Context: an optimization exercise on an open-source flow, tuned for small area and a short achievable clock period. The choices shown serve that exercise and are no tape-out recipe. In this exercise RTL edits were held to simulation tests only and were not proved equivalent to the original. Power figures rest on the tool's default switching activity, not on a simulated workload.

## flow/design.v (module list and top-level ports; edited modules follow where they fit)
// module ysyx_22050598_sirv_gnrl_dfflr: 18 lines
// module ysyx_22050598_sirv_gnrl_dffl: 15 lines
// module ysyx_22050598_sirv_gnrl_dfflr_with_resetval: 19 lines
// module S011HD1P_X32Y2D128_BW: 22 lines
// module ysyx_22050598_EX_LS: 53 lines
// module ysyx_22050598_ID_EX: 153 lines
// module ysyx_22050598_IF_ID: 23 lines
// module ysyx_22050598_LS_WB: 27 lines
// module ysyx_22050598_cache: 147 lines
// module ysyx_22050598_cache_lru: 21 lines
// module ysyx_22050598_cache_tag_vaild: 22 lines
// module ysyx_22050598_core: 422 lines
// module ysyx_22050598_cpu: 190 lines
// module ysyx_22050598_exu_alu: 143 lines
// module ysyx_22050598_exu_csr: 88 lines
// module ysyx_22050598_exu_rd_pc_mux: 17 lines
// module ysyx_22050598_pfx_add: 33 lines
// module ysyx_22050598_idu_decode: 224 lines
// module ysyx_22050598_idu_forward: 76 lines
// module ysyx_22050598_ifu: 123 lines
// module ysyx_22050598_ifu_bpu: 13 lines
// module ysyx_22050598_lsu: 292 lines
// module ysyx_22050598_lsu_rd_mux: 8 lines
// module ysyx_22050598_muldiv: 105 lines
// module ysyx_22050598_pipeline_ctrl: 21 lines
// module ysyx_22050598_regfile: 36 lines
// module ysyx_22050598_set_cache_lru: 44 lines
module ysyx_22050598_cpu(
    	input            clk             ,
    	input            rst             ,
    	output           M_AXI_AWID      ,
	output [63:0]    M_AXI_AWADDR    ,
	output [7:0]     M_AXI_AWLEN     ,
	output [2:0]     M_AXI_AWSIZE    ,
	output [1:0]     M_AXI_AWBURST   ,
	output [3:0]     M_AXI_AWCACHE   ,
	output [2:0]     M_AXI_AWPROT    ,
	output [3:0]     M_AXI_AWQOS     ,
	output           M_AXI_AWVALID   ,
	input            M_AXI_AWREADY   ,
	output [63:0]    M_AXI_WDATA     ,
	output [7:0]     M_AXI_WSTRB     ,
	output           M_AXI_WLAST     ,
	output           M_AXI_WVALID    ,
	input            M_AXI_WREADY    ,
	input            M_AXI_BID       ,
	input  [1:0]     M_AXI_BRESP     ,
	input            M_AXI_BVALID    ,
	output           M_AXI_BREADY    ,
	output           M_AXI_ARID      ,
	output [63:0]    M_AXI_ARADDR    ,
	output [7:0]     M_AXI_ARLEN     ,
	output [2:0]     M_AXI_ARSIZE    ,
	output [1:0]     M_AXI_ARBURST   ,
	output [3:0]     M_AXI_ARCACHE   ,
	output [2:0]     M_AXI_ARPROT    ,
	output [3:0]     M_AXI_ARQOS     ,
	output           M_AXI_ARVALID   ,
	input            M_AXI_ARREADY   ,
	input            M_AXI_RID       ,
	input  [63:0]    M_AXI_RDATA     ,
	input  [1:0]     M_AXI_RRESP     ,
	input            M_AXI_RLAST     ,
	input            M_AXI_RVALID    ,
	output           M_AXI_RREADY
);
  // ...
==> flow/flow/run.sh <==
#!/bin/bash
set -uo pipefail
here=$(pwd)
margin=$(tr -d ' \n' < flow/setup_margin.txt)
bash standard.sh synth > "$here/make_synth.log" 2>&1 || { echo "synthesis failed, see make_synth.log"; exit 1; }
bash standard.sh SETUP_SLACK_MARGIN="$margin" finish > "$here/make_layout.log" 2>&1 || { echo "layout failed, see make_layout.log"; exit 1; }
test -s out/final.def || { echo "no out/final.def"; exit 1; }
echo "flow done (setup slack margin $margin)"
==> flow/flow/setup_margin.txt <==
10.5
==> flow/standard.sh <==
#!/bin/bash
# synth_recipe.tcl (not shown) runs the flow's synth.tcl, then flattens the netlist and writes it again
# the make line also repeats each setting of config.mk as NAME=value (left out here)
make -C /OpenROAD-flow-scripts/flow DESIGN_CONFIG=/design/flow/config.mk WORK_HOME=/design/flow/orfs CLKGATE_MAP_FILE= SYNTH_SCRIPT=/design/flow/synth_recipe.tcl "${@:-finish}"
==> flow/config.mk <==
export PLATFORM = sky130hd
export DESIGN_NAME = ysyx_22050598_cpu
export DESIGN_NICKNAME = ysyx_22050598_cpu
export VERILOG_FILES = /design/flow/design.v
export SDC_FILE = /design/flow/constraint.sdc
export NUM_CORES = 8
export LEC_CHECK = 0
export CAP_MARGIN = 40
export CORE_MARGIN = 2
export CORE_UTILIZATION = 35
export CTS_CLUSTER_DIAMETER = 100
export CTS_CLUSTER_SIZE = 20
export SETUP_SLACK_MARGIN = 0.5
export SLEW_MARGIN = 30
==> flow/constraint.sdc <==
create_clock -name core_clock -period 16.0 [get_ports {clk}]
set_input_delay 3.2000 -clock core_clock [delete_from_list [all_inputs] [get_ports {clk}]]
set_output_delay 3.2000 -clock core_clock [all_outputs]
set_load 0.01 [all_outputs]
==> flow_metrics.env, run 1 <==
export IMPL_cts_resized=1522
export IMPL_crit_buf_inv=8
export IMPL_wirelength_mm=2240
export IMPL_leakage_nw=155
export IMPL_slowest_delay_ns=0.46
export IMPL_avgRoutedWirePerCell_um=46.2
export IMPL_insertedDiodeCount=370
export IMPL_hp_class="register to register"
export IMPL_root_buffer="clkbuf_16"
export IMPL_met3_length_mm=346
export IMPL_fmax_mhz=156
export IMPL_gr_usage_met2=0.497
export IMPL_postPlaceCellArea_um2=443000
export IMPL_cp_num_cells=25
export IMPL_critical_path_slowest_cell="a221o_2"
export IMPL_final_common_cell="edfxtp_1"
export IMPL_buffers=3266
export IMPL_multi_input_area_um2=157000
export IMPL_die_y_mm=1.09
export IMPL_relSlewSlack=0.208
export IMPL_io_buffers=272
export IMPL_reg2reg_slack_ns=9.58
export IMPL_synth_simple_area_share=0.0772
export IMPL_tns_ns=0
export IMPL_std_cell_rows=397
export IMPL_num_tap_cells=15561
export IMPL_ir_drop_mv=0.110
export IMPL_seqPwrFrac=0.565
export IMPL_whs_path_depth=2
export IMPL_status="finished clean"
export IMPL_cts_buffers_inserted=533
export IMPL_p_comb_frac=0.106
==> module ysyx_22050598_ifu, before the edit <==
module ysyx_22050598_ifu(
input           clk               ,
input           rst               ,
input           pc_stall          ,
input           flush_pc_en       ,
input  [63:0]   flush_pc          ,
input           prdt_pc_en        ,
input  [63:0]   prdt_pc_add_op    ,
output          ifu_stall         ,
output [63:0]   pc_now            ,
output [31:0]   id_inst           ,
output [63:0]   ifu_mem_addr      ,
output          ifu_mem_valid     ,
input  [127:0]  ifu_mem_data      ,
input           ifu_mem_ready
);
    localparam TW = 26;
    reg  [31:0] pc_r;
    reg  [2:0] state_r;
    wire s_cmp  = state_r[0];
    wire s_fill = state_r[1];
    wire s_rline= state_r[2];
    wire [TW-1:0] tag_r   [0:15];
    wire [15:0]   valid_r ;
    wire [127:0]  data_r  [0:15];
    wire [3:0]  set_oh  = 4'b0001 << pc_r[5:4];
    wire [15:0] word_oh = 16'h0001 << pc_r[5:2];
    wire [15:0] tag_eq;
    wire [3:0]  hit_w;
    wire [31:0] inst_w [0:3];
    genvar i, w;
    generate
        for (i = 0; i < 16; i = i + 1) begin : g_cmp
            assign tag_eq[i] = valid_r[i] & (tag_r[i] == pc_r[31:6]);
        end
        for (w = 0; w < 4; w = w + 1) begin : g_way
            assign hit_w[w] = |(set_oh & tag_eq[w*4 +: 4]);
            wire [31:0] wd [0:15];
            wire [31:0] acc [0:16];
            assign acc[0] = 32'd0;
            for (i = 0; i < 16; i = i + 1) begin : g_word
                assign acc[i+1] = acc[i] | ({32{word_oh[i]}} & data_r[w*4 + i/4][(i%4)*32 +: 32]);
            end
            assign inst_w[w] = acc[16];
        end
    endgenerate
    wire hit = |hit_w;
    wire [31:0] inst = ({32{hit_w[0]}} & inst_w[0]) | ({32{hit_w[1]}} & inst_w[1]) |
                       ({32{hit_w[2]}} & inst_w[2]) | ({32{hit_w[3]}} & inst_w[3]) ;
    wire is_jal = (inst[6:0] == 7'b11_011_11);
    wire is_bxx = (inst[6:0] == 7'b11_000_11);
    wire [20:0] jimm = {inst[31], inst[19:12], inst[20], inst[30:21], 1'b0};
    wire [12:0] bimm = {inst[31], inst[7], inst[30:25], inst[11:8], 1'b0};
    wire [20:0] j_lo; wire j_c;
    wire [12:0] b_lo; wire b_c;
    ysyx_22050598_pfx_add #(21) u_jadd (.a(pc_r[20:0]), .b(jimm), .cin(1'b0), .s(j_lo), .cout(j_c));
    ysyx_22050598_pfx_add #(13) u_badd (.a(pc_r[12:0]), .b(bimm), .cin(1'b0), .s(b_lo), .cout(b_c));
    wire [10:0] j_hi_p, j_hi_m;
    wire [18:0] b_hi_p, b_hi_m;
    ysyx_22050598_pfx_add #(11) u_jhp (.a(pc_r[31:21]), .b(11'd0),    .cin(1'b1), .s(j_hi_p), .cout());
    ysyx_22050598_pfx_add #(11) u_jhm (.a(pc_r[31:21]), .b({11{1'b1}}), .cin(1'b0), .s(j_hi_m), .cout());
    ysyx_22050598_pfx_add #(19) u_bhp (.a(pc_r[31:13]), .b(19'd0),    .cin(1'b1), .s(b_hi_p), .cout());
    ysyx_22050598_pfx_add #(19) u_bhm (.a(pc_r[31:13]), .b({19{1'b1}}), .cin(1'b0), .s(b_hi_m), .cout());
    wire [10:0] j_hi = (j_c == jimm[20]) ? pc_r[31:21] : j_c ? j_hi_p : j_hi_m;
    wire [18:0] b_hi = (b_c == bimm[12]) ? pc_r[31:13] : b_c ? b_hi_p : b_hi_m;
    wire [31:0] pc_j = {j_hi, j_lo};
    wire [31:0] pc_b = {b_hi, b_lo};
    wire [29:0] pc_4_hi;
    ysyx_22050598_pfx_add #(30) u_pc4 (.a(pc_r[31:2]), .b(30'd0), .cin(1'b1), .s(pc_4_hi), .cout());
    wire [31:0] pc_4 = {pc_4_hi, pc_r[1:0]};
    wire [31:0] pc_pred = is_jal ? pc_j : (is_bxx & inst[31]) ? pc_b : pc_4;
    wire [31:0] pc_in   = flush_pc_en ? flush_pc[31:0] : pc_pred;
    always @(posedge clk) begin
        if (rst == 1'b0) pc_r <= 32'h80000000;
        else if (~pc_stall) pc_r <= pc_in;
    end
    wire [1:0] lru_way;
    wire [3:0] chose = 4'b0001 << lru_way;
    wire [1:0] hit_idx = {hit_w[3] | hit_w[2], hit_w[3] | hit_w[1]};
    reg  [3:0]  way_r ;
    always @(posedge clk) begin
        if (s_cmp) way_r <= hit ? hit_w : chose;
    end
    wire [31:0] addr_r = pc_r;
    always @(posedge clk) begin
        if (rst == 1'b0) state_r <= 3'b001;
        else begin
            if (s_cmp & ~hit) state_r <= 3'b010;
            if (s_fill & ifu_mem_ready) state_r <= 3'b100;
            if (s_rline) state_r <= 3'b001;
        end
    end
    ysyx_22050598_cache_lru #(4) u_cache_lru (
        .clk            (clk                        ),
        .rst            (rst                        ),
        .wen            (s_cmp                      ),
        .set_index      (pc_r[5:4]                  ),
        .way_index_i    (hit ? hit_idx : lru_way    ),
        .way_index_o    (lru_way                    )
    );
    generate
        for (i = 0; i < 16; i = i + 1) begin : g_line
            wire sel = way_r[i/4] & (addr_r[5:4] == (i % 4));
            reg          v_q;
            reg [TW-1:0] t_q;
            reg [127:0]  l_q;
            always @(posedge clk) begin
                if (rst == 1'b0) v_q <= 1'b0;
                else if (sel & s_fill) v_q <= 1'b1;
                if (sel & s_fill) t_q <= addr_r[31:6];
                if (sel & s_fill & ifu_mem_ready) l_q <= ifu_mem_data;
            end
            assign valid_r[i] = v_q;
            assign tag_r[i]   = t_q;
            assign data_r[i]  = l_q;
        end
    endgenerate
    assign ifu_mem_addr  = {32'b0, addr_r};
    assign ifu_mem_valid = s_fill;
    assign pc_now        = {32'b0, pc_r};
    assign ifu_stall     = ~((hit & s_cmp) | s_rline);
    assign id_inst       = inst;
endmodule
==> module ysyx_22050598_lsu, before the edit <==
module ysyx_22050598_lsu (
    input           clk             ,
    input           rst             ,
    input [63:0]    ls_store_data   ,
    input [63:0]    ls_loc          ,
    input           load_en         ,
    input           store_en        ,
    input [1:0]     ls_type         ,
    input           load_unsigned   ,
    input           lsu_stall       ,
    input           lsu_adv         , 
    input  [31:0]   lsu_adv_addr    , 
    output          unalign_stall   ,
    output [63:0]   load_data_o     ,
    output [63:0]   lsu_mem_addr    ,
    output [127:0]  lsu_mem_wdata   ,
    output          lsu_mem_r_req   ,
    output          lsu_mem_w_req   ,
    output          lsu_is_device   ,
    output [7:0]    lsu_wmask       ,
    input  [127:0]  lsu_mem_rdata   ,
    input           lsu_mem_ready   
);
    wire addr_is_device = (ls_loc[31] & ~ls_loc[30] & ls_loc[29] & ~ls_loc[28]) ;
    wire cpu_data_ok ;
    wire unalign_state_r                               ; 
    wire state_is_lsu_idle         = ~unalign_state_r  ;
    wire state_is_lsu_unalign      =  unalign_state_r  ;
    wire lsu_unalign ;
    wire device_sta_is_done ;
    wire lsu_ena = (load_en | store_en) ;
    wire device_exit_ena = ( addr_is_device & lsu_mem_ready) | device_sta_is_done;
    wire normal_exit_ena = (~addr_is_device & cpu_data_ok  );
    wire exit_ena = (device_exit_ena | normal_exit_ena);
    wire state_is_idle_exit_ena    =  state_is_lsu_idle & lsu_unalign & lsu_ena & exit_ena ; 
    wire state_is_unalign_exit_ena =  state_is_lsu_unalign & exit_ena; 
    wire unalign_state_ena = state_is_idle_exit_ena | state_is_unalign_exit_ena ;
    wire unalign_state_nxt = state_is_lsu_idle;
    ysyx_22050598_sirv_gnrl_dfflr #(1) lsu_fsm_dfflr(unalign_state_ena, unalign_state_nxt, unalign_state_r, clk, rst);
    wire size_b  = (~ls_type[1]) & (~ls_type[0]) ;
    wire size_h  = (~ls_type[1]) & ( ls_type[0]) ;
    wire size_w  = ( ls_type[1]) & (~ls_type[0]) ;
    wire size_d  = ( ls_type[1]) & ( ls_type[0]) ;
    wire loc_000 = (~ls_loc[2]) & (~ls_loc[1]) & (~ls_loc[0]) ;
    wire loc_001 = (~ls_loc[2]) & (~ls_loc[1]) & ( ls_loc[0]) ;
    wire loc_010 = (~ls_loc[2]) & ( ls_loc[1]) & (~ls_loc[0]) ;
    wire loc_011 = (~ls_loc[2]) & ( ls_loc[1]) & ( ls_loc[0]) ;
    wire loc_100 = ( ls_loc[2]) & (~ls_loc[1]) & (~ls_loc[0]) ;
    wire loc_101 = ( ls_loc[2]) & (~ls_loc[1]) & ( ls_loc[0]) ;
    wire loc_110 = ( ls_loc[2]) & ( ls_loc[1]) & (~ls_loc[0]) ;
    wire loc_111 = ( ls_loc[2]) & ( ls_loc[1]) & ( ls_loc[0]) ;
    wire unalign_h_111 = (size_h & loc_111);
    wire unalign_w_101 = (size_w & loc_101);
    wire unalign_w_110 = (size_w & loc_110);
    wire unalign_w_111 = (size_w & loc_111);
    wire unalign_d_001 = (size_d & loc_001);
    wire unalign_d_010 = (size_d & loc_010);
    wire unalign_d_011 = (size_d & loc_011);
    wire unalign_d_100 = (size_d & loc_100);
    wire unalign_d_101 = (size_d & loc_101);
    wire unalign_d_110 = (size_d & loc_110);
    wire unalign_d_111 = (size_d & loc_111);
    assign lsu_unalign = unalign_h_111      |
                         unalign_w_101      |
                         unalign_w_110      |
                         unalign_w_111      |
                         (size_d & ~loc_000);
    wire [63:0] rdata;
    wire [63:0] device_load_data  = ({64{device_sta_is_done}} & device_load_data_r) | ({64{~device_sta_is_done}} & lsu_mem_rdata[63:0]);
    wire [63:0] align_rdata       = ({64{~lsu_unalign & ~addr_is_device}} & rdata) | ({64{addr_is_device}} & device_load_data);
    wire unalign_load_data_ena    = (lsu_unalign & state_is_lsu_idle & load_en);
    wire [63:0] unalign_rdata     = ({64{~addr_is_device}} & rdata) | ({64{addr_is_device}} & device_load_data);
    wire [7:0] align_load_data_b  = ({8{loc_000}} & align_rdata[7:0])    |
                                    ({8{loc_001}} & align_rdata[15:8])   |
                                    ({8{loc_010}} & align_rdata[23:16])  |
                                    ({8{loc_011}} & align_rdata[31:24])  |
                                    ({8{loc_100}} & align_rdata[39:32])  |
                                    ({8{loc_101}} & align_rdata[47:40])  |
                                    ({8{loc_110}} & align_rdata[55:48])  |
                                    ({8{loc_111}} & align_rdata[63:56])  ;
    wire [15:0] align_load_data_h = ({16{loc_000}} & align_rdata[15:0])  |
                                    ({16{loc_001}} & align_rdata[23:8])  |
                                    ({16{loc_010}} & align_rdata[31:16]) |
                                    ({16{loc_011}} & align_rdata[39:24]) |
                                    ({16{loc_100}} & align_rdata[47:32]) |
                                    ({16{loc_101}} & align_rdata[55:40]) |
                                    ({16{loc_110}} & align_rdata[63:48]) ;
    wire [31:0] align_load_data_w = ({32{loc_000}} & align_rdata[31:0])  |
                                    ({32{loc_001}} & align_rdata[39:8])  |
                                    ({32{loc_010}} & align_rdata[47:16]) |
                                    ({32{loc_011}} & align_rdata[55:24]) |
                                    ({32{loc_100}} & align_rdata[63:32]) ; 
    wire [63:0] align_load_data   = ({64{size_b}}  & {{56{align_load_data_b[7]  & ~load_unsigned}},align_load_data_b }) |
                                    ({64{size_h}}  & {{48{align_load_data_h[15] & ~load_unsigned}},align_load_data_h }) | 
                                    ({64{size_w}}  & {{32{align_load_data_w[31] & ~load_unsigned}},align_load_data_w }) |
                                    ({64{size_d}}  & align_rdata ) ;
    wire [55:0] idle_unalign_load_data_r ;
    wire [55:0] idle_unalign_load_data  = ({56{unalign_d_010}} & {8'b0 ,unalign_rdata[63:16]}) |
                                          ({56{unalign_d_011}} & {16'b0,unalign_rdata[63:24]}) |
                                          ({56{unalign_d_100}} & {24'b0,unalign_rdata[63:32]}) |
                                          ({56{unalign_w_101}} & {32'b0,unalign_rdata[63:40]}) |
                                          ({56{unalign_d_101}} & {32'b0,unalign_rdata[63:40]}) |
                                          ({56{unalign_w_110}} & {40'b0,unalign_rdata[63:48]}) |
                                          ({56{unalign_d_110}} & {40'b0,unalign_rdata[63:48]}) |
                                          ({56{unalign_h_111}} & {48'b0,unalign_rdata[63:56]}) |
                                          ({56{unalign_w_111}} & {48'b0,unalign_rdata[63:56]}) |
                                          ({56{unalign_d_111}} & {48'b0,unalign_rdata[63:56]}) |
                                          ({56{unalign_d_001}} & unalign_rdata[63:8]         ) ;
    wire [63:0] temp_unalign_load_data = ({64{unalign_h_111 & state_is_lsu_unalign}} & {48'b0,unalign_rdata[7:0] ,idle_unalign_load_data_r[7:0] }) |
                                         ({64{unalign_w_101 & state_is_lsu_unalign}} & {32'b0,unalign_rdata[7:0] ,idle_unalign_load_data_r[23:0]}) |
                                         ({64{unalign_w_110 & state_is_lsu_unalign}} & {32'b0,unalign_rdata[15:0],idle_unalign_load_data_r[15:0]}) |
                                         ({64{unalign_w_111 & state_is_lsu_unalign}} & {32'b0,unalign_rdata[23:0],idle_unalign_load_data_r[7:0] }) |
                                         ({64{unalign_d_001 & state_is_lsu_unalign}} & {unalign_rdata[7:0] ,idle_unalign_load_data_r[55:0]})       |
                                         ({64{unalign_d_010 & state_is_lsu_unalign}} & {unalign_rdata[15:0],idle_unalign_load_data_r[47:0]})       |
                                         ({64{unalign_d_011 & state_is_lsu_unalign}} & {unalign_rdata[23:0],idle_unalign_load_data_r[39:0]})       |
                                         ({64{unalign_d_100 & state_is_lsu_unalign}} & {unalign_rdata[31:0],idle_unalign_load_data_r[31:0]})       |
                                         ({64{unalign_d_101 & state_is_lsu_unalign}} & {unalign_rdata[39:0],idle_unalign_load_data_r[23:0]})       |
                                         ({64{unalign_d_110 & state_is_lsu_unalign}} & {unalign_rdata[47:0],idle_unalign_load_data_r[15:0]})       |
                                         ({64{unalign_d_111 & state_is_lsu_unalign}} & {unalign_rdata[55:0],idle_unalign_load_data_r[7:0]})        ;
    wire [63:0] unalign_load_data = ({64{size_h}}  & {{48{temp_unalign_load_data[15] & ~load_unsigned}},temp_unalign_load_data[15:0]}) | 
                                    ({64{size_w}}  & {{32{temp_unalign_load_data[31] & ~load_unsigned}},temp_unalign_load_data[31:0]}) |
                                    ({64{size_d}}  & temp_unalign_load_data ) ;                                 
    wire [63:0] load_data  = ({64{state_is_lsu_idle}} & align_load_data) | ({64{state_is_lsu_unalign}} & unalign_load_data );
    ysyx_22050598_sirv_gnrl_dffl  #(56) unalign_load_data_dfflr(unalign_load_data_ena, idle_unalign_load_data, idle_unalign_load_data_r, clk);
    wire [7:0]  wmask;
    wire [7:0] idle_wmask_b = ({8{loc_000}} & 8'b00000001)  |
                              ({8{loc_001}} & 8'b00000010)  |
                              ({8{loc_010}} & 8'b00000100)  |
                              ({8{loc_011}} & 8'b00001000)  |
                              ({8{loc_100}} & 8'b00010000)  |
                              ({8{loc_101}} & 8'b00100000)  |
                              ({8{loc_110}} & 8'b01000000)  |
                              ({8{loc_111}} & 8'b10000000)  ;
    wire [7:0] idle_wmask_h = ({8{loc_000}} & 8'b00000011) |
                              ({8{loc_001}} & 8'b00000110) |
                              ({8{loc_010}} & 8'b00001100) |
                              ({8{loc_011}} & 8'b00011000) |
                              ({8{loc_100}} & 8'b00110000) |
                              ({8{loc_101}} & 8'b01100000) |
                              ({8{loc_110}} & 8'b11000000) |
                              ({8{loc_111}} & 8'b10000000) ;  
    wire [7:0] idle_wmask_w = ({8{loc_000}} & 8'b00001111) |
                              ({8{loc_001}} & 8'b00011110) |
                              ({8{loc_010}} & 8'b00111100) |
                              ({8{loc_011}} & 8'b01111000) |
                              ({8{loc_100}} & 8'b11110000) |
                              ({8{loc_101}} & 8'b11100000) |
                              ({8{loc_110}} & 8'b11000000) |
                              ({8{loc_111}} & 8'b10000000) ;
    wire [7:0] idle_wmask_d = ({8{loc_000}} & 8'b11111111) |
                              ({8{loc_001}} & 8'b11111110) |
                              ({8{loc_010}} & 8'b11111100) |
                              ({8{loc_011}} & 8'b11111000) |
                              ({8{loc_100}} & 8'b11110000) |
                              ({8{loc_101}} & 8'b11100000) |
                              ({8{loc_110}} & 8'b11000000) |
                              ({8{loc_111}} & 8'b10000000) ;
    wire [7:0] idle_wmask = ({8{size_b}} & idle_wmask_b ) |
                            ({8{size_h}} & idle_wmask_h ) |
                            ({8{size_w}} & idle_wmask_w ) |
                            ({8{size_d}} & idle_wmask_d ) ;
    wire [7:0] unalign_wmask_h = ({8{unalign_h_111}} & 8'b00000001) ;  
    wire [7:0] unalign_wmask_w = ({8{unalign_w_101}} & 8'b00000001) |
                                 ({8{unalign_w_110}} & 8'b00000011) |
                                 ({8{unalign_w_111}} & 8'b00000111) ;
    wire [7:0] unalign_wmask_d = ({8{unalign_d_001}} & 8'b00000001) |
                                 ({8{unalign_d_010}} & 8'b00000011) |
                                 ({8{unalign_d_011}} & 8'b00000111) |
                                 ({8{unalign_d_100}} & 8'b00001111) |
                                 ({8{unalign_d_101}} & 8'b00011111) |
                                 ({8{unalign_d_110}} & 8'b00111111) |
                                 ({8{unalign_d_111}} & 8'b01111111) ;
    wire [7:0] unalign_wmask   = ({8{size_h}} & unalign_wmask_h ) |
                                 ({8{size_w}} & unalign_wmask_w ) |
                                 ({8{size_d}} & unalign_wmask_d ) ;
    assign wmask = ({8{state_is_lsu_idle}} & idle_wmask) | ({8{state_is_lsu_unalign}} & unalign_wmask) ;
    wire [63:0] normal_store_data = ls_store_data ; 
    wire [63:0] idle_data_b  = {8{normal_store_data[7:0]}} ;
    wire [63:0] idle_data_h  = ({64{loc_000}} & {4{normal_store_data[15:0]}})             | 
                               ({64{loc_010}} & {4{normal_store_data[15:0]}})             |
                               ({64{loc_100}} & {4{normal_store_data[15:0]}})             |
                               ({64{loc_110}} & {4{normal_store_data[15:0]}})             |
                               ({64{loc_001}} & {8'b0,{3{normal_store_data[15:0]}},8'b0}) |
                               ({64{loc_011}} & {8'b0,{3{normal_store_data[15:0]}},8'b0}) |
                               ({64{loc_101}} & {8'b0,{3{normal_store_data[15:0]}},8'b0}) |
                               ({64{loc_111}} & {normal_store_data[7:0],56'b0})           ;
    wire [63:0] idle_data_w  = ({64{loc_000}} & {2{normal_store_data[31:0]}})           |
                               ({64{loc_100}} & {2{normal_store_data[31:0]}})           |
                               ({64{loc_001}} & {24'b0,normal_store_data[31:0],8'b0 })  |
                               ({64{loc_010}} & {16'b0,normal_store_data[31:0],16'b0})  |
                               ({64{loc_011}} & {8'b0,normal_store_data[31:0],24'b0})   |
                               ({64{loc_101}} & {normal_store_data[23:0],40'b0})        |
                               ({64{loc_110}} & {normal_store_data[15:0],48'b0})        |
                               ({64{loc_111}} & {normal_store_data[7:0],56'b0})         ;
    wire [63:0] idle_data_d  = ({64{loc_000}} & normal_store_data)                |
                               ({64{loc_001}} & {normal_store_data[55:0],8'b0 })  |
                               ({64{loc_010}} & {normal_store_data[47:0],16'b0})  |
                               ({64{loc_011}} & {normal_store_data[39:0],24'b0})  |
                               ({64{loc_100}} & {normal_store_data[31:0],32'b0})  |
                               ({64{loc_101}} & {normal_store_data[23:0],40'b0})  |
                               ({64{loc_110}} & {normal_store_data[15:0],48'b0})  |
                               ({64{loc_111}} & {normal_store_data[7:0] ,56'b0})  ;
    wire [63:0] idle_data = ({64{size_b}} & idle_data_b ) |
                            ({64{size_h}} & idle_data_h ) |
                            ({64{size_w}} & idle_data_w ) |
                            ({64{size_d}} & idle_data_d ) ;
    wire [63:0] unalign_data_h  = {8{normal_store_data[15:8]}} ;  
    wire [63:0] unalign_data_w  = ({64{unalign_w_101}} & {56'b0,normal_store_data[31:24]}) |
                                  ({64{unalign_w_110}} & {48'b0,normal_store_data[31:16]}) |
                                  ({64{unalign_w_111}} & {40'b0,normal_store_data[31:8]})  ;
    wire [63:0] unalign_data_d  = ({64{unalign_d_001}} & {56'b0,normal_store_data[63:56]})  |
                                  ({64{unalign_d_010}} & {48'b0,normal_store_data[63:48]})  |
                                  ({64{unalign_d_011}} & {40'b0,normal_store_data[63:40]})  |
                                  ({64{unalign_d_100}} & {32'b0,normal_store_data[63:32]})  |
                                  ({64{unalign_d_101}} & {24'b0,normal_store_data[63:24]})  |
                                  ({64{unalign_d_110}} & {16'b0,normal_store_data[63:16]})  |
                                  ({64{unalign_d_111}} & {8'b0 ,normal_store_data[63:8] })  ;
    wire [63:0] unalign_data =  ({64{size_h}} & unalign_data_h ) |
                                ({64{size_w}} & unalign_data_w ) |
                                ({64{size_d}} & unalign_data_d ) ;
    wire [63:0] normal_wdata = ({64{state_is_lsu_idle}} & idle_data) | ({64{state_is_lsu_unalign}} & unalign_data);
    wire         cpu_read_req  = load_en  & ~addr_is_device ;
    wire         cpu_write_req = store_en & ~addr_is_device ; 
    wire [63:0]  cache_mem_addr                             ;
    wire [127:0] cache_mem_wdata                            ;
    wire         cache_mem_r                                ;
    wire         cache_mem_w                                ;
    ysyx_22050598_cache u_ysyx_22050598_dcache (
        .clk                    (clk            ),
        .rst                    (rst            ),
        .cpu_read_req           (cpu_read_req   ),
        .cpu_write_req          (cpu_write_req  ),
        .cpu_addr_a             (ls_loc         ),
        .unalign_st             (state_is_lsu_unalign),
        .adv                    (lsu_adv        ),
        .adv_addr               (lsu_adv_addr   ),
        .cpu_wmask              (wmask          ),
        .cpu_write_data         (normal_wdata   ),
        .cpu_data_ok            (cpu_data_ok    ),
        .cpu_read_data          (rdata          ),
        .mem_req_addr           (cache_mem_addr ),
        .mem_w_data             (cache_mem_wdata),
        .mem_req_r              (cache_mem_r    ), 
        .mem_req_w              (cache_mem_w    ),   
        .mem_r_data             (lsu_mem_rdata  ),
        .mem_req_ready          (lsu_mem_ready  )
    );
    localparam DEVICE_IDLE  = 2'b00 ;
    localparam DEVICE_WRITE = 2'b01 ;
    localparam DEVICE_READ  = 2'b10 ;
    localparam DEVICE_DONE  = 2'b11 ;
    wire [1:0] device_state_r ;
    wire       device_sta_is_idle  = ~device_state_r[1] & ~device_state_r[0];
    wire       device_sta_is_write = ~device_state_r[1] &  device_state_r[0];
    wire       device_sta_is_read  =  device_state_r[1] & ~device_state_r[0];
    assign     device_sta_is_done  =  device_state_r[1] &  device_state_r[0];
    wire   device_sta_is_idle_exit_ena   = device_sta_is_idle  & lsu_ena & addr_is_device  ; 
    wire   device_sta_is_write_exit_ena  = device_sta_is_write & lsu_mem_ready             ;
    wire   device_sta_is_read_exit_ena   = device_sta_is_read  & lsu_mem_ready             ;
    wire   device_sta_is_done_exit_ena   = device_sta_is_done  & ~lsu_stall                ;
    wire [1:0] device_sta_is_idle_nxt  = load_en    ? DEVICE_READ : DEVICE_WRITE           ; 
    wire [1:0] device_sta_is_write_nxt = lsu_stall  ? DEVICE_DONE : DEVICE_IDLE            ;
    wire [1:0] device_sta_is_read_nxt  = lsu_stall  ? DEVICE_DONE : DEVICE_IDLE            ;
    wire [1:0] device_sta_is_done_nxt  = DEVICE_IDLE                                       ;
    wire       device_ena = device_sta_is_idle_exit_ena  | 
                            device_sta_is_write_exit_ena | 
                            device_sta_is_read_exit_ena  |
                            device_sta_is_done_exit_ena  ;
    wire [1:0] device_nxt = ({2{device_sta_is_idle_exit_ena }} & device_sta_is_idle_nxt ) |
                            ({2{device_sta_is_write_exit_ena}} & device_sta_is_write_nxt) |
                            ({2{device_sta_is_read_exit_ena }} & device_sta_is_read_nxt ) |
                            ({2{device_sta_is_done_exit_ena }} & device_sta_is_done_nxt ) ;
    ysyx_22050598_sirv_gnrl_dfflr #(2) device_dfflr(device_ena, device_nxt, device_state_r, clk, rst); 
    wire        device_load_data_ena = device_sta_is_read_exit_ena ;
    wire [63:0] device_load_data_r ;
    ysyx_22050598_sirv_gnrl_dffl  #(64) device_load_data_dfflr(device_load_data_ena, lsu_mem_rdata[63:0], device_load_data_r, clk);               
    wire [63:0] device_wdata = ({64{size_b}} & {8{ls_store_data[7:0]}})  |
                               ({64{size_h}} & {4{ls_store_data[15:0]}}) |
                               ({64{size_w}} & {2{ls_store_data[31:0]}}) |
                               ({64{size_d}} & ls_store_data)            ;
    assign lsu_mem_addr     = ({64{~addr_is_device}}  & cache_mem_addr ) | ({64{addr_is_device & state_is_lsu_idle}} & {ls_loc[63:3],3'b0}) ;
    assign lsu_mem_wdata    = ({128{~addr_is_device}} & cache_mem_wdata) | ({128{addr_is_device}} & {2{device_wdata}}); 
    assign lsu_mem_r_req    = (cache_mem_r | device_sta_is_read );
    assign lsu_mem_w_req    = (cache_mem_w | device_sta_is_write); 
    assign lsu_is_device    = device_sta_is_read | device_sta_is_write ;
    assign lsu_wmask        = wmask ;
    assign unalign_stall = ( lsu_unalign & state_is_lsu_idle & lsu_ena            ) | 
                           (~lsu_unalign & state_is_lsu_idle & ~exit_ena & lsu_ena) | 
                           ( state_is_lsu_unalign & ~exit_ena                     ) ; 
    assign load_data_o   = load_data ;
    wire device_unalign = addr_is_device & lsu_unalign ;
endmodule
==> module ysyx_22050598_muldiv, before the edit <==
module ysyx_22050598_muldiv(
    input           clk             ,
    input           rst             ,
    input           mul_valid       ,
    input           div_valid       ,
    input           muldiv_flush    ,
    input           muldiv_hold     ,
    input           muldivw         ,
    input  [1:0]    mul_signed      ,
    input           div_signed      ,
    input  [63:0]   muldiv_rs1      ,
    input  [63:0]   muldiv_rs2      ,
    output          muldiv_ready    ,
    output          out_valid       ,
    output [63:0]   result_hi       ,
    output [63:0]   result_lo       ,
    output [63:0]   quotient        ,
    output [63:0]   remainder
    );
    reg  [1:0] st_r ;
    reg  [5:0] cnt_r;
    wire st_idle = (st_r == 2'b00);
    wire st_mul  = (st_r == 2'b01);
    wire st_div  = (st_r == 2'b10);
    wire st_done = (st_r == 2'b11);
    wire mul_last = muldivw ? (cnt_r == 6'd16) : (cnt_r == 6'd32);
    wire div_last = muldivw ? (cnt_r == 6'd31) : (cnt_r == 6'd63);
    wire start_mul = st_idle & mul_valid;
    wire start_div = st_idle & div_valid;
    always @(posedge clk) begin
        if (rst == 1'b0) st_r <= 2'b00;
        else if (st_idle) st_r <= {div_valid, mul_valid};
        else if ((st_mul & mul_last) | (st_div & div_last)) st_r <= 2'b11;
        else if (st_done & ~muldiv_hold) st_r <= 2'b00;
    end
    always @(posedge clk) begin
        if (rst == 1'b0) cnt_r <= 6'd0;
        else if (st_idle) cnt_r <= 6'd0;
        else if (st_mul | st_div) cnt_r <= cnt_r + 6'd1;
    end
    reg  [67:0] acc_r ;    
    reg  [65:0] lo_r  ;    
    reg  [65:0] op_r  ;    
    reg         bprev_r;
    reg         q_neg_r;
    reg         r_neg_r;
    wire m1_sign = (mul_signed != 2'b00) & (muldivw ? muldiv_rs1[31] : muldiv_rs1[63]);
    wire m2_sign = (mul_signed == 2'b11) & (muldivw ? muldiv_rs2[31] : muldiv_rs2[63]);
    wire [65:0] m_init  = muldivw ? {{34{m1_sign}}, muldiv_rs1[31:0]} : {{2{m1_sign}}, muldiv_rs1};
    wire [65:0] l_init  = muldivw ? {{34{m2_sign}}, muldiv_rs2[31:0]} : {{2{m2_sign}}, muldiv_rs2};
    wire d1_sign = div_signed & (muldivw ? muldiv_rs1[31] : muldiv_rs1[63]);
    wire d2_sign = div_signed & (muldivw ? muldiv_rs2[31] : muldiv_rs2[63]);
    wire [63:0] d_a  = muldivw ? {{32{d1_sign}}, muldiv_rs1[31:0]} : muldiv_rs1;
    wire [63:0] d_b  = muldivw ? {{32{d2_sign}}, muldiv_rs2[31:0]} : muldiv_rs2;
    wire [63:0] abs_a;
    wire [63:0] abs_b;
    ysyx_22050598_pfx_add #(64) u_aneg (.a(d1_sign ? ~d_a : d_a), .b(64'd0), .cin(d1_sign), .s(abs_a), .cout());
    ysyx_22050598_pfx_add #(64) u_bneg (.a(d2_sign ? ~d_b : d_b), .b(64'd0), .cin(d2_sign), .s(abs_b), .cout());
    wire div_by_zero = muldivw ? ~(|muldiv_rs2[31:0]) : ~(|muldiv_rs2);
    wire [2:0]  bcode = {lo_r[1:0], bprev_r};
    wire        b_neg  = lo_r[1] & ~(lo_r[0] & bprev_r);
    wire        b_two  = (bcode == 3'b011) | (bcode == 3'b100);
    wire        b_zero = (bcode == 3'b000) | (bcode == 3'b111);
    wire [67:0] pp     = b_zero ? 68'd0 : b_two ? {op_r[65], op_r, 1'b0} : {{2{op_r[65]}}, op_r};
    wire [64:0] r_sh   = {acc_r[63:0], lo_r[63]};
    wire [67:0] add_a  = st_mul ? acc_r : {3'b0, r_sh};
    wire [67:0] add_b  = st_mul ? (b_neg ? ~pp : pp) : ~{4'b0, op_r[63:0]};
    wire        add_c  = st_mul ? b_neg : 1'b1;
    wire [67:0] sum;
    ysyx_22050598_pfx_add #(68) u_add (.a(add_a), .b(add_b), .cin(add_c), .s(sum), .cout());
    wire        d_ok   = ~sum[65];
    always @(posedge clk) begin
        if (start_mul) begin
            acc_r   <= 68'd0;
            lo_r    <= l_init;
            op_r    <= m_init;
            bprev_r <= 1'b0;
        end else if (start_div) begin
            acc_r   <= 68'd0;
            lo_r    <= {2'b0, muldivw ? {abs_a[31:0], 32'd0} : abs_a};
            op_r    <= {2'b0, abs_b};
            q_neg_r <= (d1_sign ^ d2_sign) & ~div_by_zero;
            r_neg_r <= d1_sign;
        end else if (st_mul) begin
            acc_r   <= {{2{sum[67]}}, sum[67:2]};
            lo_r    <= {sum[1:0], lo_r[65:2]};
            bprev_r <= lo_r[1];
        end else if (st_div) begin
            acc_r   <= {4'b0, d_ok ? sum[63:0] : r_sh[63:0]};
            lo_r    <= {2'b0, lo_r[62:0], d_ok};
        end
    end
    assign result_hi = {acc_r[61:0], lo_r[65:64]};
    assign result_lo = {lo_r[63:32], muldivw ? lo_r[63:32] : lo_r[31:0]};
    wire [63:0] q_abs = lo_r[63:0];
    wire [63:0] r_abs = acc_r[63:0];
    wire [63:0] q_sig;
    wire [63:0] r_sig;
    ysyx_22050598_pfx_add #(64) u_qneg (.a(q_neg_r ? ~q_abs : q_abs), .b(64'd0), .cin(q_neg_r), .s(q_sig), .cout());
    ysyx_22050598_pfx_add #(64) u_rneg (.a(r_neg_r ? ~r_abs : r_abs), .b(64'd0), .cin(r_neg_r), .s(r_sig), .cout());
    assign quotient  = q_sig;
    assign remainder = r_sig;
    assign muldiv_ready = st_idle;
    assign out_valid    = st_done;
endmodule
==> run 2, diff against run 1 <==
--- a/flow/design.v
+++ b/flow/design.v
@@ -1761,12 +1761,4 @@
     wire [31:0] inst = ({32{hit_w[0]}} & inst_w[0]) | ({32{hit_w[1]}} & inst_w[1]) |
                        ({32{hit_w[2]}} & inst_w[2]) | ({32{hit_w[3]}} & inst_w[3]) ;
-    wire is_jal = (inst[6:0] == 7'b11_011_11);
-    wire is_bxx = (inst[6:0] == 7'b11_000_11);
-    wire [20:0] jimm = {inst[31], inst[19:12], inst[20], inst[30:21], 1'b0};
-    wire [12:0] bimm = {inst[31], inst[7], inst[30:25], inst[11:8], 1'b0};
-    wire [20:0] j_lo; wire j_c;
-    wire [12:0] b_lo; wire b_c;
-    ysyx_22050598_pfx_add #(21) u_jadd (.a(pc_r[20:0]), .b(jimm), .cin(1'b0), .s(j_lo), .cout(j_c));
-    ysyx_22050598_pfx_add #(13) u_badd (.a(pc_r[12:0]), .b(bimm), .cin(1'b0), .s(b_lo), .cout(b_c));
     wire [10:0] j_hi_p, j_hi_m;
     wire [18:0] b_hi_p, b_hi_m;
@@ -1775,12 +1767,26 @@
     ysyx_22050598_pfx_add #(19) u_bhp (.a(pc_r[31:13]), .b(19'd0),    .cin(1'b1), .s(b_hi_p), .cout());
     ysyx_22050598_pfx_add #(19) u_bhm (.a(pc_r[31:13]), .b({19{1'b1}}), .cin(1'b0), .s(b_hi_m), .cout());
-    wire [10:0] j_hi = (j_c == jimm[20]) ? pc_r[31:21] : j_c ? j_hi_p : j_hi_m;
-    wire [18:0] b_hi = (b_c == bimm[12]) ? pc_r[31:13] : b_c ? b_hi_p : b_hi_m;
-    wire [31:0] pc_j = {j_hi, j_lo};
-    wire [31:0] pc_b = {b_hi, b_lo};
     wire [29:0] pc_4_hi;
     ysyx_22050598_pfx_add #(30) u_pc4 (.a(pc_r[31:2]), .b(30'd0), .cin(1'b1), .s(pc_4_hi), .cout());
     wire [31:0] pc_4 = {pc_4_hi, pc_r[1:0]};
-    wire [31:0] pc_pred = is_jal ? pc_j : (is_bxx & inst[31]) ? pc_b : pc_4;
+    wire [31:0] pred_w [0:3];
+    generate
+        for (w = 0; w < 4; w = w + 1) begin : g_pred
+            wire [31:0] iw = inst_w[w];
+            wire is_jal = (iw[6:0] == 7'b11_011_11);
+            wire is_bxx = (iw[6:0] == 7'b11_000_11);
+            wire [20:0] jimm = {iw[31], iw[19:12], iw[20], iw[30:21], 1'b0};
+            wire [12:0] bimm = {iw[31], iw[7], iw[30:25], iw[11:8], 1'b0};
+            wire [20:0] j_lo; wire j_c;
+            wire [12:0] b_lo; wire b_c;
+            ysyx_22050598_pfx_add #(21) u_jadd (.a(pc_r[20:0]), .b(jimm), .cin(1'b0), .s(j_lo), .cout(j_c));
+            ysyx_22050598_pfx_add #(13) u_badd (.a(pc_r[12:0]), .b(bimm), .cin(1'b0), .s(b_lo), .cout(b_c));
+            wire [10:0] j_hi = (j_c == jimm[20]) ? pc_r[31:21] : j_c ? j_hi_p : j_hi_m;
+            wire [18:0] b_hi = (b_c == bimm[12]) ? pc_r[31:13] : b_c ? b_hi_p : b_hi_m;
+            assign pred_w[w] = is_jal ? {j_hi, j_lo} : (is_bxx & iw[31]) ? {b_hi, b_lo} : pc_4;
+        end
+    endgenerate
+    wire [31:0] pc_pred = ({32{hit_w[0]}} & pred_w[0]) | ({32{hit_w[1]}} & pred_w[1]) |
+                          ({32{hit_w[2]}} & pred_w[2]) | ({32{hit_w[3]}} & pred_w[3]) ;
     wire [31:0] pc_in   = flush_pc_en ? flush_pc[31:0] : pc_pred;
     always @(posedge clk) begin
@@ -1917,31 +1923,28 @@
     wire [63:0] rdata;
     wire [63:0] device_load_data  = ({64{device_sta_is_done}} & device_load_data_r) | ({64{~device_sta_is_done}} & lsu_mem_rdata[63:0]);
-    wire [63:0] align_rdata       = ({64{~lsu_unalign & ~addr_is_device}} & rdata) | ({64{addr_is_device}} & device_load_data);
     wire unalign_load_data_ena    = (lsu_unalign & state_is_lsu_idle & load_en);
     wire [63:0] unalign_rdata     = ({64{~addr_is_device}} & rdata) | ({64{addr_is_device}} & device_load_data);
-    wire [7:0] align_load_data_b  = ({8{loc_000}} & align_rdata[7:0])    |
-                                    ({8{loc_001}} & align_rdata[15:8])   |
-                                    ({8{loc_010}} & align_rdata[23:16])  |
-                                    ({8{loc_011}} & align_rdata[31:24])  |
-                                    ({8{loc_100}} & align_rdata[39:32])  |
-                                    ({8{loc_101}} & align_rdata[47:40])  |
-                                    ({8{loc_110}} & align_rdata[55:48])  |
-                                    ({8{loc_111}} & align_rdata[63:56])  ;
-    wire [15:0] align_load_data_h = ({16{loc_000}} & align_rdata[15:0])  |
-                                    ({16{loc_001}} & align_rdata[23:8])  |
-                                    ({16{loc_010}} & align_rdata[31:16]) |
-                                    ({16{loc_011}} & align_rdata[39:24]) |
-                                    ({16{loc_100}} & align_rdata[47:32]) |
-                                    ({16{loc_101}} & align_rdata[55:40]) |
-                                    ({16{loc_110}} & align_rdata[63:48]) ;
-    wire [31:0] align_load_data_w = ({32{loc_000}} & align_rdata[31:0])  |
-                                    ({32{loc_001}} & align_rdata[39:8])  |
-                                    ({32{loc_010}} & align_rdata[47:16]) |
-                                    ({32{loc_011}} & align_rdata[55:24]) |
-                                    ({32{loc_100}} & align_rdata[63:32]) ; 
-    wire [63:0] align_load_data   = ({64{size_b}}  & {{56{align_load_data_b[7]  & ~load_unsigned}},align_load_data_b }) |
-                                    ({64{size_h}}  & {{48{align_load_data_h[15] & ~load_unsigned}},align_load_data_h }) | 
-                                    ({64{size_w}}  & {{32{align_load_data_w[31] & ~load_unsigned}},align_load_data_w }) |
-                                    ({64{size_d}}  & align_rdata ) ;
+    wire [7:0]  ld_loc  = {loc_111, loc_110, loc_101, loc_100, loc_011, loc_010, loc_001, loc_000};
+    wire [3:0]  ld_size = {size_d, size_w, size_h, size_b};
+    function [63:0] align_ld(input [63:0] x, input [7:0] lc, input [3:0] sz, input uns);
+        reg [7:0]  b;
+        reg [15:0] h;
+        reg [31:0] w;
+        begin
+            b = ({8{lc[0]}} & x[7:0])   | ({8{lc[1]}} & x[15:8])  | ({8{lc[2]}} & x[23:16]) | ({8{lc[3]}} & x[31:24]) |
+                ({8{lc[4]}} & x[39:32]) | ({8{lc[5]}} & x[47:40]) | ({8{lc[6]}} & x[55:48]) | ({8{lc[7]}} & x[63:56]);
+            h = ({16{lc[0]}} & x[15:0])  | ({16{lc[1]}} & x[23:8])  | ({16{lc[2]}} & x[31:16]) | ({16{lc[3]}} & x[39:24]) |
+                ({16{lc[4]}} & x[47:32]) | ({16{lc[5]}} & x[55:40]) | ({16{lc[6]}} & x[63:48]);
+            w = ({32{lc[0]}} & x[31:0])  | ({32{lc[1]}} & x[39:8])  | ({32{lc[2]}} & x[47:16]) | ({32{lc[3]}} & x[55:24]) |
+                ({32{lc[4]}} & x[63:32]);
+            align_ld = ({64{sz[0]}} & {{56{b[7]  & ~uns}}, b}) |
+                       ({64{sz[1]}} & {{48{h[15] & ~uns}}, h}) |
+                       ({64{sz[2]}} & {{32{w[31] & ~uns}}, w}) |
+                       ({64{sz[3]}} & x);
+        end
+    endfunction
+    wire [63:0] align_load_data = align_ld(rdata & {64{~lsu_unalign & ~addr_is_device}}, ld_loc, ld_size, load_unsigned) |
+                                  align_ld(lsu_mem_rdata[63:0] & {64{addr_is_device & ~device_sta_is_done}}, ld_loc, ld_size, load_unsigned) |
+                                  align_ld(device_load_data_r & {64{addr_is_device & device_sta_is_done}}, ld_loc, ld_size, load_unsigned);
     wire [55:0] idle_unalign_load_data_r ;
     wire [55:0] idle_unalign_load_data  = ({56{unalign_d_010}} & {8'b0 ,unalign_rdata[63:16]}) |
@@ -2191,5 +2194,4 @@
     reg  [65:0] lo_r  ;    
     reg  [65:0] op_r  ;    
-    reg         bprev_r;
     reg         q_neg_r;
     reg         r_neg_r;
@@ -2207,8 +2209,11 @@
     ysyx_22050598_pfx_add #(64) u_bneg (.a(d2_sign ? ~d_b : d_b), .b(64'd0), .cin(d2_sign), .s(abs_b), .cout());
     wire div_by_zero = muldivw ? ~(|muldiv_rs2[31:0]) : ~(|muldiv_rs2);
-    wire [2:0]  bcode = {lo_r[1:0], bprev_r};
-    wire        b_neg  = lo_r[1] & ~(lo_r[0] & bprev_r);
-    wire        b_two  = (bcode == 3'b011) | (bcode == 3'b100);
-    wire        b_zero = (bcode == 3'b000) | (bcode == 3'b111);
+    function [2:0] booth(input [2:0] c);    
+        booth = {c[2] & ~(c[1] & c[0]), (c == 3'b011) | (c == 3'b100), (c == 3'b000) | (c == 3'b111)};
+    endfunction
+    reg  [2:0]  bd_r;
+    wire        b_neg  = bd_r[2];
+    wire        b_two  = bd_r[1];
+    wire        b_zero = bd_r[0];
     wire [67:0] pp     = b_zero ? 68'd0 : b_two ? {op_r[65], op_r, 1'b0} : {{2{op_r[65]}}, op_r};
     wire [64:0] r_sh   = {acc_r[63:0], lo_r[63]};
@@ -2221,8 +2226,8 @@
     always @(posedge clk) begin
         if (start_mul) begin
+            bd_r    <= booth({l_init[1:0], 1'b0});
             acc_r   <= 68'd0;
             lo_r    <= l_init;
             op_r    <= m_init;
-            bprev_r <= 1'b0;
         end else if (start_div) begin
             acc_r   <= 68'd0;
@@ -2232,7 +2237,7 @@
             r_neg_r <= d1_sign;
         end else if (st_mul) begin
+            bd_r    <= booth(lo_r[3:1]);
             acc_r   <= {{2{sum[67]}}, sum[67:2]};
             lo_r    <= {sum[1:0], lo_r[65:2]};
-            bprev_r <= lo_r[1];
         end else if (st_div) begin
             acc_r   <= {4'b0, d_ok ? sum[63:0] : r_sh[63:0]};
==> flow_metrics.env, run 2 <==
export IMPL_grt_pass1_wl_mm=3220
export IMPL_std_cell_rows=407
export IMPL_regArea_um2=251000
export IMPL_cp_data_arrival_time_ns=7.05
export IMPL_seq_area_frac_synth=0.584
export IMPL_die_y_mm=1.11
export IMPL_gr_total_overflow=0
export IMPL_critical_path_slowest_cell="or4_4"
export IMPL_min_period_ns=6.02
export IMPL_ys_ff_latch=8516
export IMPL_synth_top_cell_area_share=0.563
export IMPL_first_global_vias=333184
export IMPL_yosys_top_cells_area="edfxtp_1 (56%), a22oi_1 (3.5%), mux4_2 (3.3%)"
export IMPL_cts_num_sinks=8516
export IMPL_vias_per_cell=6.96
export IMPL_netlist_instances=35040
export IMPL_drive_above_1_share=0.183
export IMPL_cts_buffers_inserted=548
export IMPL_endpoint_kind="register"
export IMPL_synth_cell_types=126
export IMPL_vias=369989
export IMPL_fillCellCount=114214
export IMPL_rsz0062_at_grt="true"
export IMPL_final_common_cell="edfxtp_1"
export IMPL_status="finished clean"
export IMPL_power_mw=43.6
export IMPL_dieArea_um2=1240000
export IMPL_tns_ns=0
export IMPL_clk_path_buf_depth=5
export IMPL_synthFlopType="edfxtp_1"
export IMPL_tightestPinTransition_ns=1.27
export IMPL_fin_nets=36718
export IMPL_leakage_nw=166
export IMPL_crit_path_cell_trace="inv_4, ha_4, buf_12, and2_4, buf_16, a22o_4, a2111oi_4, nand4_1, ha_4, nand4_1, buf_6, a211oi_4, o41ai_4, buf_12, and2_4, or2_1, buf_6, o2111a_1, a2111oi_4, o2111ai_1, or4_4, o211a_1, o21a_1"
export IMPL_yosysMostFrequentCell="edfxtp_1"
export IMPL_area_growth_pct=16.7
export IMPL_drtIter0Drc=74103
export IMPL_ir_drop_mv=0.149
export IMPL_slew_violations=0
export IMPL_cts_tree="built"
export IMPL_antenna_found_initial=319
export IMPL_final_cell_mix="edfxtp_1 (8068), nand2_1 (2637), buf_4 (2064), a22oi_1 (1957), nor2_1 (1945)"
export IMPL_fp_coreArea_um2=1230000
export IMPL_multi_input_area_um2=175000
export IMPL_synth_edff_count=8068
export IMPL_fin_skew_ns=0.190
export IMPL_root_buffer="clkbuf_16"
export IMPL_ant_nets=0
export IMPL_hold_violations=0
export IMPL_die_x_mm=1.11
export IMPL_dp_hpwl_mm=1690
export IMPL_drcViolationCount=0
export IMPL_setup_viol=0
export IMPL_p_per_area_nw_per_um2=86.8
export IMPL_avgRoutedWirePerCell_um=46.9
export IMPL_synthesis_area_um2=430000
export IMPL_maxCapViolations=0
export IMPL_synthArstFlopShare=0
export IMPL_avgSynthCellArea_um2=12.3
export IMPL_path_max_fanout=7
export IMPL_h_tree_depth=6
export IMPL_relSlewSlack=0.155
export IMPL_ys_warn_count=29
export IMPL_grt_max_degree=103
export IMPL_wirelength_mm=2490
export IMPL_min_period_over_period=0.376
export IMPL_start_util=0.351
export IMPL_slowest_delay_ns=0.54
export IMPL_synthTopCellsByCount="edfxtp_1 (8068), nand2_1 (2702), nor2_1 (2227), clkbuf_1 (2052), a22oi_1 (1982)"
export IMPL_fmax_mhz=166
export IMPL_worst_setup_path_start_kind="register"
export IMPL_worstSetupPathType="register to register"
export IMPL_dr_pass1_iters=13
export IMPL_track_usage=0.384
export IMPL_hp_class="register to register"
export IMPL_yosys_area_top_type="edfxtp_1"
export IMPL_clkSlewWorstSetupHoldPaths_ns=0.09
export IMPL_io_buffers=272
export IMPL_top_level_ports=334
export IMPL_insertion_delay_ns=1.29
export IMPL_gp_congestion=1.04
export IMPL_cp_required_ns=17.04
## run 2: cell types whose count changed in the layout (fill, tap and decap cells not counted), moves of 162 or more
| cell | change |
|---|---|
| nand2_1 | +851 |
| mux2i_1 | +566 |
| o21ai_0 | +375 |
| a21oi_1 | +281 |
| mux4_2 | -278 |
| and2_1 | +198 |
| nor3_1 | +190 |
| nor2_1 | +175 |
| a22o_1 | -162 |
## run 2: critical path: cells and delay by family (launching register included)
kind,cells,cell delay (ns)
AND/OR/NAND/NOR,6,1.69
flip-flops,1,0.47
buffers and inverters,6,0.91
AO/OA/AOI/OAI,9,2.04
adder cells (fa/ha/maj),2,0.68
## run 2: final timing paths
check | depth (start not counted) | endpoint | startpoint | slack (ns)
setup / recovery | 23 | register | register | 9.98
hold / removal | 2 | register | register | 0.47
setup reg to reg | 23 | register | register | 9.98
hold reg to reg | 2 | register | register | 0.47
## run 2: cell families after synthesis
logic type	share of synthesized area
compound gates	0.168
xor+xnor	0.0326
fa+ha+maj	0.0168
buf+inv	0.0322
flops	0.584
mux	0.0730
other cells	0.0000174
simple gates	0.0935
## run 2: layout make-up
class | instances | area share
Clock buffer | 682 | 0.0288
Sequential cell | 8516 | 0.501
Antenna cell | 410 | 0.00204
Timing Repair inverter | 2 | 0.0000349
Tap cell | 16360 | 0.0408
Timing Repair Buffer | 3335 | 0.0703
Clock inverter | 129 | 0.00400
Multi-Input combinational cell | 23199 | 0.349
Inverter | 504 | 0.00408
## run 2: routing by layer
| metal | GRT usage | routed length [um] | up-vias | part of all wire |
|---|---|---|---|---|
| met5 | 0 | 775 | - | 0.00031 |
| met3 | 0.144 | 364000 | 7439 | 0.15 |
| met1 | 0.481 | 885000 | 187409 | 0.36 |
| met4 | 0.316 | 257000 | 104 | 0.10 |
| met2 | 0.524 | 985000 | 34215 | 0.40 |
| li1 | - | - | 140822 | - |
## run 2: per-stage QoR
step / cell area, um2 / hold WS [ns] / instances / utilization / worst slack (ns)
global route: 502000 / 0.496 / 52872 / 0.409 / 9.97
CTS: 495000 / 0.471 / 52395 / 0.404 / 10.09
finish: 502000 / 0.468 / 53137 / 0.409 / 9.98
global placement: 459000 / 0.438 / 50597 / 0.374 / 6.98
floorplan: 432000 / 0.418 / 35093 / - / 8.22
detailed placement: 466000 / 0.450 / 51026 / 0.380 / 6.83
## run 2: power breakdown
group,leakage (nW),switching (mW),internal [mW]
sequential,76.8,0.437,24.5
combinational,81.0,2.41,1.26
clock,7.96,8.26,6.74
## run 2: what timing repair did
| action | CTS | global route |
|---|---|---|
| cloned | 78 | 20 |
| hold buffers | 0 | 0 |
| setup endpoints to repair | 3788 | 968 |
| pin swaps | 258 | 225 |
| gates resized for setup | 1464 | 564 |
| buffers inserted | 480 | 175 |
==> run 3, diff against run 2 <==
--- a/flow/design.v
+++ b/flow/design.v
@@ -1738,5 +1738,5 @@
     wire [127:0]  data_r  [0:15];
     wire [3:0]  set_oh  = 4'b0001 << pc_r[5:4];
-    wire [15:0] word_oh = 16'h0001 << pc_r[5:2];
+    reg  [15:0] word_oh;
     wire [15:0] tag_eq;
     wire [3:0]  hit_w;
@@ -1791,6 +1791,11 @@
     wire [31:0] pc_in   = flush_pc_en ? flush_pc[31:0] : pc_pred;
     always @(posedge clk) begin
-        if (rst == 1'b0) pc_r <= 32'h80000000;
-        else if (~pc_stall) pc_r <= pc_in;
+        if (rst == 1'b0) begin
+            pc_r    <= 32'h80000000;
+            word_oh <= 16'h0001;
+        end else if (~pc_stall) begin
+            pc_r    <= pc_in;
+            word_oh <= 16'h0001 << pc_in[5:2];
+        end
     end
     wire [1:0] lru_way;
@@ -1922,5 +1927,5 @@
                          (size_d & ~loc_000);
     wire [63:0] rdata;
-    wire [63:0] device_load_data  = ({64{device_sta_is_done}} & device_load_data_r) | ({64{~device_sta_is_done}} & lsu_mem_rdata[63:0]);
+    wire [63:0] device_load_data  = ({64{device_sta_is_done}} & device_load_data_r) | ({64{~device_sta_is_done}} & lsu_mem_rdata[127:64]);
     wire unalign_load_data_ena    = (lsu_unalign & state_is_lsu_idle & load_en);
     wire [63:0] unalign_rdata     = ({64{~addr_is_device}} & rdata) | ({64{addr_is_device}} & device_load_data);
@@ -1945,5 +1950,5 @@
     endfunction
     wire [63:0] align_load_data = align_ld(rdata & {64{~lsu_unalign & ~addr_is_device}}, ld_loc, ld_size, load_unsigned) |
-                                  align_ld(lsu_mem_rdata[63:0] & {64{addr_is_device & ~device_sta_is_done}}, ld_loc, ld_size, load_unsigned) |
+                                  align_ld(lsu_mem_rdata[127:64] & {64{addr_is_device & ~device_sta_is_done}}, ld_loc, ld_size, load_unsigned) |
                                   align_ld(device_load_data_r & {64{addr_is_device & device_sta_is_done}}, ld_loc, ld_size, load_unsigned);
     wire [55:0] idle_unalign_load_data_r ;
@@ -2126,5 +2131,5 @@
     wire        device_load_data_ena = device_sta_is_read_exit_ena ;
     wire [63:0] device_load_data_r ;
-    ysyx_22050598_sirv_gnrl_dffl  #(64) device_load_data_dfflr(device_load_data_ena, lsu_mem_rdata[63:0], device_load_data_r, clk);               
+    ysyx_22050598_sirv_gnrl_dffl  #(64) device_load_data_dfflr(device_load_data_ena, lsu_mem_rdata[127:64], device_load_data_r, clk);               
     wire [63:0] device_wdata = ({64{size_b}} & {8{ls_store_data[7:0]}})  |
                                ({64{size_h}} & {4{ls_store_data[15:0]}}) |
==> flow_metrics.env, run 3 <==
export IMPL_worst_setup_path_start_kind="register"
export IMPL_avgSynthCellArea_um2=12.3
export IMPL_cts_num_sinks=8532
export IMPL_die_y_mm=1.11
export IMPL_top_level_ports=334
export IMPL_io_buffers=272
export IMPL_min_period_ns=5.85
export IMPL_gp_congestion=1.11
export IMPL_h_tree_depth=6
export IMPL_root_buffer="clkbuf_16"
export IMPL_synth_top_cell_area_share=0.568
export IMPL_drtIter0Drc=80607
export IMPL_seq_area_frac_synth=0.590
export IMPL_wirelength_mm=2490
export IMPL_hold_violations=0
export IMPL_netlist_instances=34607
export IMPL_synthFlopType="edfxtp_1"
export IMPL_grt_max_degree=134
export IMPL_synthTopCellsByCount="edfxtp_1 (8068), nand2_1 (2608), nor2_1 (2414), a22oi_1 (2283), clkbuf_1 (2167)"
export IMPL_insertion_delay_ns=1.27
export IMPL_final_common_cell="edfxtp_1"
export IMPL_p_per_area_nw_per_um2=87.8
export IMPL_leakage_nw=162
export IMPL_fin_skew_ns=0.199
export IMPL_cp_data_arrival_time_ns=6.78
export IMPL_fmax_mhz=171
export IMPL_yosys_area_top_type="edfxtp_1"
export IMPL_power_mw=43.4
export IMPL_finalInstanceArea_um2=494000
export IMPL_synthArstFlopShare=0
export IMPL_ant_nets=0
export IMPL_vias_per_cell=7.11
export IMPL_seqPwrFrac=0.574
export IMPL_stdcell_count=52411
export IMPL_die_x_mm=1.11
export IMPL_yosys_top_cells_area="edfxtp_1 (57%), a22oi_1 (4.0%), mux4_2 (3.6%)"
export IMPL_path_max_fanout=37
export IMPL_min_period_over_period=0.366
export IMPL_hp_class="register to register"
export IMPL_slew_violations=0
export IMPL_dp_hpwl_mm=1670
export IMPL_yosysMostFrequentCell="edfxtp_1"
export IMPL_rsz0062_at_grt="true"
export IMPL_status="finished clean"
export IMPL_vias=372580
export IMPL_dieArea_um2=1230000
export IMPL_postPlaceCellArea_um2=462000
export IMPL_p_int_mw=32.3
export IMPL_gr_total_overflow=0
export IMPL_clk_path_buf_depth=5
export IMPL_track_usage=0.386
export IMPL_drcViolationCount=0
export IMPL_grt_pass1_wl_mm=3200
export IMPL_endpoint_kind="register"
export IMPL_ys_warn_count=29
export IMPL_final_setup_worst_slack_ns=10.15
export IMPL_utilization=0.407
export IMPL_dr_pass1_iters=22
export IMPL_dp_slack_ns=7.08
export IMPL_avgRoutedWirePerCell_um=47.5
export IMPL_maxCapViolations=0
export IMPL_worstSetupPathType="register to register"
export IMPL_ir_drop_mv=0.123
export IMPL_synth_cell_types=110
export IMPL_final_cell_mix="edfxtp_1 (8068), nand2_1 (2552), a22oi_1 (2263), nor2_1 (2196), buf_4 (1964)"
export IMPL_first_global_vias=332300
export IMPL_clkPwrFrac=0.343
export IMPL_fillCellCount=113137
export IMPL_dp_cells=50320
export IMPL_setup_viol=0
export IMPL_fp_coreArea_um2=1220000
export IMPL_cp_required_ns=16.92
export IMPL_synth_edff_count=8068
export IMPL_start_util=0.351
export IMPL_tns_ns=0
export IMPL_whs_ns=0.467
export IMPL_cts_buffers_inserted=544
export IMPL_antenna_found_initial=345
export IMPL_synthesis_area_um2=426000
export IMPL_ys_ff_latch=8532
export IMPL_area_growth_pct=15.9
export IMPL_fin_nets=36061
export IMPL_p_comb_frac=0.083
export IMPL_drive_above_1_share=0.173
export IMPL_cts_hold_buf=0
export IMPL_switching_share=0.255
export IMPL_p_sw_mw=11.0
export IMPL_tightestPinTransition_ns=1.17
export IMPL_std_cell_rows=405
export IMPL_cts_tree="built"
export IMPL_clkSlewWorstSetupHoldPaths_ns=0.10
export IMPL_relSlewSlack=0.219
## run 3: area by class of cell
type                            instances  area [um2]  share of cell area
Inverter                              550        2180             0.00440
Antenna cell                          595        1490             0.00301
Sequential cell                      8532      252000               0.509
Clock inverter                        124        1930             0.00391
Tap cell                            16076       20100              0.0407
Clock buffer                          708       14400              0.0292
Multi-Input combinational cell      22671      169000               0.343
Timing Repair inverter                  1        8.76           0.0000177
Timing Repair Buffer                 3154       32900              0.0666
## run 3: final timing paths
| path | from | endpoint | slack, ns | cells past startpoint |
|---|---|---|---|---|
| max | register | register | 10.15 | 15 |
| min | m_axi_read_data_dfflr.qout_r[46] | register | 0.47 | 0 |
| max reg2reg | register | register | 10.15 | 15 |
| min reg2reg | m_axi_read_data_dfflr.qout_r[46] | register | 0.47 | 0 |
## run 3: cells by family (layout without fill, tap and decap cells)
family | count (synthesis) | after routing | share of synthesized area
xor gates and xnor gates | 1593 | 1593 | 0.0327
DFF | 8532 | 8532 | 0.590
and+or+nand+nor | 8483 | 8485 | 0.0933
muxes | 1857 | 1859 | 0.0647
other | 2 | 650 | 0.0000176
AOI/OAI and AO/OA | 10150 | 10150 | 0.170
adders and majority gates | 529 | 529 | 0.0168
buffers and inverters | 3461 | 4537 | 0.0325
## run 3: power by group through the flow
stage          logic (mW)  clock network [mW]  registers [mW]
6_report             3.60                14.9            24.9
5_1_grt              3.69                15.5            24.9
4_1_cts              3.38                14.8            24.9
3_5_place_dp         3.27                   0            25.4
3_3_place_gp         3.18                   0            25.4
2_1_floorplan        1.89                   0            25.1
## run 3: repair_timing
item | CTS | global route
resized for setup | 926 | 506
buffers inserted | 307 | 123
pin swaps | 115 | 120
gates cloned | 73 | 25
setup endpoints to repair | 3423 | 794
## run 3: routing by layer
layer | up-vias | routed length [um] | global-route usage
met2 | 37624 | 981000 | 0.525
met5 | - | 920 | 0.00255
li1 | 139004 | - | -
met4 | 90 | 270000 | 0.331
met3 | 8520 | 386000 | 0.158
met1 | 187342 | 854000 | 0.472
## run 3: worst max-delay path: stages (launching register included)
cell	delay, ns
edfxtp_1	0.34
buf_4	0.33
clkbuf_8	0.47
buf_4	0.50
nor2b_4	0.23
buf_4	0.31
nand2_1	0.15
buf_4	0.38
nor2_2	0.12
buf_4	0.27
or3_1	0.70
a22oi_1	0.29
o21ai_0	0.38
a2111oi_4	0.58
or2_4	0.29
inv_1	0.06

what the ideal ports hide:
How much do the figures lean on ideal ports? The routed layouts below were timed once more, with nothing changed but the port constraints. Step 1 (the two cells are an assumption about what drives the block):
set clk [get_ports {clk}]
set_driving_cell -lib_cell sky130_fd_sc_hd__clkbuf_16 $clk
set_driving_cell -lib_cell sky130_fd_sc_hd__buf_2 [delete_from_list [all_inputs] $clk]
Step 2 times the ports against the registers' clock, not the clock port: input delays grow and output delays shrink by t, the midpoint of the rising clock arrivals with the driver on. a / b / c = no drivers / after step 1 / after step 2; a / b = the first two.
| run | t, ns | setup slack, ns | clock arrival spread, ns | worst data-port slew with drivers (ns) | cell pins on the clock port's net |
|---|---|---|---|---|---|
| run 1 | 1.321 | 9.579 / 9.579 / 8.786 | 0.161 / 0.161 | 0.51 | 1 |
| run 2 | 1.382 | 9.982 / 9.982 / 8.944 | 0.191 / 0.191 | 0.13 | 1 |
| run 3 | 1.361 | 10.148 / 10.105 / 9.156 | 0.209 / 0.209 | 0.14 | 1 |
After both steps setup and hold are still met in every run listed. The setup slack of run 2, which loses most, moves by 0.000 ns with the drivers and by -1.038 ns with both steps.
